From an optimization exercise on the open Yosys and OpenROAD flow, aimed at a short achievable clock period and few clock cycles; shortcuts taken in it are not production practice. In this exercise RTL edits were held to simulation tests only and were not proved equivalent to the original. Power is estimated from default activity; no workload was simulated.

==> inputs of garnet <==
Design cpu_top, start of the top module:
module cpu_top
    (
    input clk,
    input rst_n,
    input [31:0] inst_mem_data_i,
    output [31:0] inst_mem_addr_o,
    output [31:0] data_mem_data_o,
    input [31:0] data_mem_data_i,
    output [31:0] data_mem_addr_i,
    output data_mem_we_i,
    output [3:0] data_mem_wstrb_i,
    output data_mem_re_i
    );
reg [31:2] pc_f;
reg        d_valid;
reg        d_btb;       
reg [31:0] d_inst;
reg [31:2] d_pc;
reg [31:0] d_rs1_oh, d_rs2_oh;    
reg        x_kill;      
reg        e_rw, e_load, e_store, e_jalr;
reg        e_c_eq, e_c_ne, e_c_lt, e_c_ge, e_c_ltu, e_c_geu;
reg        e_s_slt, e_s_sltu, e_s_xor, e_s_or, e_s_and,
           e_s_sll, e_s_srl, e_s_sra, e_s_link;
reg        e_fa_m, e_fb_m;
reg        e_p_ee, e_p_em, e_p_me;
reg        e_add_ee, e_add_em, e_add_me, e_add_mm, e_sub_ee, e_sub_em, e_sub_me;
reg        e_chk;       
reg [31:2] e_tgt;       
reg [31:2] e_fpc;       
reg [31:0] e_rs1v, e_rs2v, e_imm, e_link;    
reg [4:0]  e_rd;
reg [2:0]  e_f3;
reg        m_rw, m_load, m_we, m_redir;
reg [31:0] m_res, m_addr, m_wdata;
reg [31:2] m_jtgt;
reg [3:0]  m_wstrb;
reg [4:0]  m_rd;
reg [2:0]  m_f3;
reg        w_rw;
reg [31:0] w_res;
reg [4:0]  w_rd;
wire [31:0] regs [0:31];
assign regs[0] = 32'd0;
genvar gi;
generate
    for (gi = 1; gi < 32; gi = gi + 1) begin : rf
        reg [31:0] q;
        always @(posedge clk) begin
            if (w_rw && (w_rd == gi)) q <= w_res;
        end
        assign regs[gi] = q;
    end
endgenerate
wire m_redirect = m_redir;                 
wire e_ok = ~x_kill & ~m_redirect;         
wire ex_redirect;                          
wire [31:0] inst = d_inst;
wire [4:0]  op   = inst[6:2];
wire [4:0]  rd   = inst[11:7];
wire [2:0]  f3   = inst[14:12];
wire [4:0]  rs1  = inst[19:15];
wire [4:0]  rs2  = inst[24:20];
wire        f7b5 = inst[30];
wire is_lui   = (op == 5'b01101);
wire is_auipc = (op == 5'b00101);
wire is_jal   = (op == 5'b11011);
  ...
Settings: LEC_CHECK=0, ABC_CLOCK_PERIOD_IN_PS=3500, CAP_MARGIN=20, CORE_MARGIN=2, CORE_UTILIZATION=40, PLACE_DENSITY=0.6, SLEW_MARGIN=20; clock period 12.0 ns.
standard.sh (not shown) runs the stock make flow with config.mk's settings and CLKGATE_MAP_FILE= SYNTH_SCRIPT=/design/flow/synth_recipe.tcl, a recipe that flattens the netlist after the stock synthesis.
==> flow/flow/run.sh <==
#!/bin/bash
set -euo pipefail
bash standard.sh SETUP_SLACK_MARGIN=8.7 "BUFFER_PORTS_ARGS=-buffer_cell sky130_fd_sc_hd__buf_4" finish > standard_flow.log 2>&1
==> inputs of maple, as changes to garnet <==
--- a/flow/design.v
+++ b/flow/design.v
@@ -13,31 +13,35 @@
     output data_mem_re_i
     );
 reg [31:2] pc_f;
 reg        d_valid;
 reg        d_btb;       
 reg [31:0] d_inst;
 reg [31:2] d_pc;
 reg [31:0] d_rs1_oh, d_rs2_oh;    
+reg [31:2] d_pc4;       
 reg        x_kill;      
 reg        e_rw, e_load, e_store, e_jalr;
 reg        e_c_eq, e_c_ne, e_c_lt, e_c_ge, e_c_ltu, e_c_geu;
 reg        e_s_slt, e_s_sltu, e_s_xor, e_s_or, e_s_and,
            e_s_sll, e_s_srl, e_s_sra, e_s_link;
 reg        e_fa_m, e_fb_m;
 reg        e_p_ee, e_p_em, e_p_me;
 reg        e_add_ee, e_add_em, e_add_me, e_add_mm, e_sub_ee, e_sub_em, e_sub_me;
 reg        e_chk;       
 reg [31:2] e_tgt;       
 reg [31:2] e_fpc;       
 reg [31:0] e_rs1v, e_rs2v, e_imm, e_link;    
 reg [4:0]  e_rd;
 reg [2:0]  e_f3;
-reg        m_rw, m_load, m_we, m_redir;
+reg        m_rw, m_load, m_we;
+reg        m_jr;        
+reg        m_bad;       
+reg        m_exr;       
 reg [31:0] m_res, m_addr, m_wdata;
 reg [31:2] m_jtgt;
 reg [3:0]  m_wstrb;
 reg [4:0]  m_rd;
 reg [2:0]  m_f3;
 reg        w_rw;
 reg [31:0] w_res;
 reg [4:0]  w_rd;
@@ -48,17 +52,17 @@
     for (gi = 1; gi < 32; gi = gi + 1) begin : rf
         reg [31:0] q;
         always @(posedge clk) begin
             if (w_rw && (w_rd == gi)) q <= w_res;
         end
         assign regs[gi] = q;
     end
 endgenerate
-wire m_redirect = m_redir;                 
+wire m_redirect = m_jr | (m_bad & ~m_exr);  
 wire e_ok = ~x_kill & ~m_redirect;         
 wire ex_redirect;                          
 wire [31:0] inst = d_inst;
 wire [4:0]  op   = inst[6:2];
 wire [4:0]  rd   = inst[11:7];
 wire [2:0]  f3   = inst[14:12];
 wire [4:0]  rs1  = inst[19:15];
 wire [4:0]  rs2  = inst[24:20];
@@ -86,17 +90,17 @@
 wire same_rs   = (rs1 == rs2);
 wire br_eqtype = (f3 == 3'b000) | (f3 == 3'b101) | (f3 == 3'b111);  
 wire br_off4   = (imm_b == 32'd4);
 wire jal_off4  = (imm_j == 32'd4);
 wire br_known  = same_rs | br_off4;                  
 wire br_known_taken = same_rs & br_eqtype & ~br_off4;
 wire br_pred_taken  = br_known ? br_known_taken : imm_b[31];
 wire br_check  = is_br & ~br_known;                  
-wire [31:2] pc_plus4_d = d_pc + 30'd1;
+wire [31:2] pc_plus4_d = d_pc4;
 wire jalr_x0    = (rs1 == 5'd0);
 wire jalr_fuse  = is_jalr & (jalr_x0 | (e_rw_v & e_s_link & (e_rd == rs1)));
 wire jalr_late  = is_jalr & ~jalr_fuse;
 wire [31:0] tgt_j  = {d_pc, 2'b00} + imm_j;
 wire [31:0] tgt_b  = {d_pc, 2'b00} + imm_b;
 wire [31:0] tgt_r  = e_link + imm_i;
 wire [31:0] d_tgt  = is_jal ? tgt_j : is_br ? tgt_b : jalr_x0 ? {imm_i[31:1], 1'b0} : {tgt_r[31:1], 1'b0};
 wire d_taken = (is_jal & ~jal_off4) | (is_br & br_pred_taken) | jalr_fuse;
@@ -148,17 +152,19 @@
 wire c_ne  = br_check & ((bf == 3'b001) ? ~br_pred_taken : (bf == 3'b000) ?  br_pred_taken : 1'b0);
 wire c_lt  = br_check & ((bf == 3'b100) ? ~br_pred_taken : (bf == 3'b101) ?  br_pred_taken : 1'b0);
 wire c_ge  = br_check & ((bf == 3'b101) ? ~br_pred_taken : (bf == 3'b100) ?  br_pred_taken : 1'b0);
 wire c_ltu = br_check & ((bf == 3'b110) ? ~br_pred_taken : (bf == 3'b111) ?  br_pred_taken : 1'b0);
 wire c_geu = br_check & ((bf == 3'b111) ? ~br_pred_taken : (bf == 3'b110) ?  br_pred_taken : 1'b0);
 wire [31:0] opa  = e_fa_m ? m_res : e_rs1v;
 wire [31:0] opb  = e_fb_m ? m_res : e_rs2v;
 wire [31:0] sdat = opb;
-wire [31:0] addr = opa + e_imm;       
+wire [31:0] addr_e = e_rs1v + e_imm;
+wire [31:0] addr_m = m_res + e_imm;
+wire [31:0] addr   = e_fa_m ? addr_m : addr_e;
 wire signed [31:0] opa_s = opa;
 wire signed [31:0] opb_s = opb;
 wire [31:0] sum_ee  = e_rs1v + e_rs2v;
 wire [31:0] sum_em  = e_rs1v + m_res;
 wire [31:0] sum_me  = m_res + e_rs2v;
 wire [31:0] sum_mm  = {m_res[30:0], 1'b0};
 wire [31:0] diff_ee = e_rs1v - e_rs2v;
 wire [31:0] diff_em = e_rs1v - m_res;
@@ -211,48 +217,50 @@
                                            ld_sh;
 assign m_final = m_load ? ld_v : m_res;
 assign inst_mem_addr_o = {pc_f, 2'b00};
 localparam BTB_N = 16;
 reg [BTB_N-1:0] btb_v;
 reg [13:6]      btb_tag [0:BTB_N-1];
 reg [15:2]      btb_tgt [0:BTB_N-1];    
 wire [3:0]  f_idx  = pc_f[5:2];
-wire        f_hit  = btb_v[f_idx] & (btb_tag[f_idx] == pc_f[13:6]);
-wire [31:2] f_tgt  = {pc_f[31:16], btb_tgt[f_idx]};
+reg         f_hit;
+reg  [15:2] f_tgt_lo;
+integer bi;
+always @* begin
+    f_hit    = 1'b0;
+    f_tgt_lo = 14'd0;
+    for (bi = 0; bi < BTB_N; bi = bi + 1) begin
+        if (btb_v[bi] && (f_idx == bi) && (btb_tag[bi] == pc_f[13:6])) begin
+            f_hit    = 1'b1;
+            f_tgt_lo = f_tgt_lo | btb_tgt[bi];
+        end
+    end
+end
+wire [31:2] f_tgt  = {pc_f[31:16], f_tgt_lo};
 wire d_fix = d_btb ? (~d_taken & ~jalr_late) : d_taken;
 wire d_redirect = d_valid & d_fix & ~stall;
 wire [31:2] d_next = d_taken ? d_tgt[31:2] : pc_plus4_d;
 wire [3:0]  d_idx  = d_pc[5:2];
 wire d_go = d_valid & ~stall;    
-always @(posedge clk or negedge rst_n) begin
+wire [31:2] pc_other = m_redirect ? m_jtgt : stall ? pc_f : d_redirect ? d_next :
+                       f_hit ? f_tgt : pc_f + 30'd1;
+wire d_valid_other   = m_redirect ? 1'b0 : stall ? d_valid : ~d_redirect;
+always @(posedge clk) begin
     if (~rst_n) begin
         pc_f    <= 30'd0;
         d_valid <= 1'b0;
         d_btb   <= 1'b0;
     end else begin
-        if (m_redirect) begin
-            pc_f    <= m_jtgt;
-            d_valid <= 1'b0;
-        end else if (ex_redirect) begin
-            pc_f    <= e_link[31:2];
-            d_valid <= 1'b0;
-        end else if (!stall) begin
-            if (d_redirect) begin
-                pc_f    <= d_next;
-                d_valid <= 1'b0;
-            end else begin
-                pc_f    <= f_hit ? f_tgt : pc_f + 30'd1;
-                d_valid <= 1'b1;
-            end
-        end
+        pc_f    <= ex_redirect ? e_link[31:2] : pc_other;
+        d_valid <= ~ex_redirect & d_valid_other;
         if (!stall) d_btb <= f_hit;
     end
 end
-always @(posedge clk or negedge rst_n) begin
+always @(posedge clk) begin
     if (~rst_n) begin
         btb_v <= {BTB_N{1'b0}};
     end else begin
         if (d_valid & ~jalr_late)
             btb_v[d_idx] <= d_taken ? 1'b1 : (d_btb ? 1'b0 : btb_v[d_idx]);
     end
 end
 always @(posedge clk) begin
@@ -262,19 +270,20 @@
     end
 end
 always @(posedge clk) begin
     if (!stall) begin
         d_inst   <= inst_mem_data_i;
         d_pc     <= pc_f;
         d_rs1_oh <= 32'd1 << inst_mem_data_i[19:15];
         d_rs2_oh <= 32'd1 << inst_mem_data_i[24:20];
+        d_pc4    <= pc_f + 30'd1;
     end
 end
-always @(posedge clk or negedge rst_n) begin
+always @(posedge clk) begin
     if (~rst_n) begin
         x_kill <= 1'b0;
         e_chk  <= 1'b0;
         e_rw <= 1'b0; e_load <= 1'b0; e_store <= 1'b0; e_jalr <= 1'b0;
         e_c_eq <= 1'b0; e_c_ne <= 1'b0; e_c_lt <= 1'b0; e_c_ge <= 1'b0; e_c_ltu <= 1'b0; e_c_geu <= 1'b0;
     end else begin
         x_kill  <= ex_redirect | m_redirect;
         e_chk   <= d_go & d_btb & d_taken;
@@ -304,36 +313,38 @@
     e_rs2v <= rf2;
     e_imm  <= is_store ? imm_s : imm_i;
     e_link <= link_v;
     e_tgt  <= d_tgt[31:2];
     e_fpc  <= pc_f;
     e_rd   <= rd;
     e_f3   <= f3;
 end
-always @(posedge clk or negedge rst_n) begin
+always @(posedge clk) begin
     if (~rst_n) begin
-        m_rw <= 1'b0; m_load <= 1'b0; m_we <= 1'b0; m_redir <= 1'b0;
+        m_rw <= 1'b0; m_load <= 1'b0; m_we <= 1'b0; m_jr <= 1'b0; m_bad <= 1'b0; m_exr <= 1'b0;
     end else begin
         m_rw   <= e_rw & e_ok;
         m_load <= e_load & e_ok;
         m_we   <= e_store & e_ok;
-        m_redir <= (e_jalr | (e_chk & (e_tgt != e_fpc) & ~ex_redirect)) & e_ok;
+        m_jr  <= e_jalr & e_ok;
+        m_bad <= e_chk & (e_tgt != e_fpc) & e_ok;
+        m_exr <= ex_redirect;
     end
 end
 always @(posedge clk) begin
     m_res   <= alu_res;
     m_addr  <= addr;
     m_jtgt  <= e_jalr ? addr[31:2] : e_tgt;
     m_wdata <= st_data;
     m_wstrb <= st_strb;
     m_rd    <= e_rd;
     m_f3    <= e_f3;
 end
-always @(posedge clk or negedge rst_n) begin
+always @(posedge clk) begin
     if (~rst_n) w_rw <= 1'b0;
     else        w_rw <= m_rw;
 end
 always @(posedge clk) begin
     w_res <= m_final;
     w_rd  <= m_rd;
 end
 endmodule
==> impl_metrics.csv <==
group,metric,value,unit
status,status,"finished clean",
yosys,syn-cell-area,99910,µm²
layout,num-nets-final,9948,
power,seqPwrFrac,33.8,%
layout,final_cell_mix,"edfxtp_1, buf_4, nand2_1",
floorplanning,start_util,40.22,%
grt,grt_pass1_vias,84910,
route,wirelength,490100,µm
(the above is from garnet)
==> impl_metrics.csv <==
group,metric,value,unit
status,status,"finished clean",
power,p_clk,6.67,mW
route,wirelength,489100,µm
layout,final_cell_mix,"edfxtp_1, buf_4, nand2_1",
layout,multi_input_gates,6020,
power,seqPwrFrac,40.0,%
critical_path,path_buf_inv,4,
sta,setup_tns,0,ns
layout,num-nets-final,9940,
yosys,syn-cell-area,99520,µm²
floorplanning,start_util,40.13,%
(the above is from maple)
Testbench counts of garnet, summed over its fixed seeds: cycles 31,675.
Testbench counts of maple, summed over its fixed seeds: cycles 31,675.

## port drivers added, routing unchanged
Ports are ideal in the flow. The routed layouts listed here were re-timed in OpenROAD. Step 1: set_driving_cell puts a clkbuf_16 on clk and a buf_2 on each other input, an assumption about the parent block. Step 2 times the ports against the registers' clock, not the clock port: input delays grow and output delays shrink by t, the midpoint of the rising clock arrivals with the driver on. a / b / c = no drivers / after step 1 / after step 2; a / b = the first two.
run | t, ns | setup WS [ns] | clock arrival spread, ns | pins driven straight from the clock port
garnet | 0.975 | 7.909 / 7.834 / 7.715 | 0.151 / 0.151 | 1
maple | 0.968 | 8.114 / 8.030 / 7.588 | 0.147 / 0.147 | 1
After both steps setup and hold are still met in every run listed. The setup slack of maple, which loses most, moves by -0.084 ns with the drivers and by -0.526 ns with both steps.
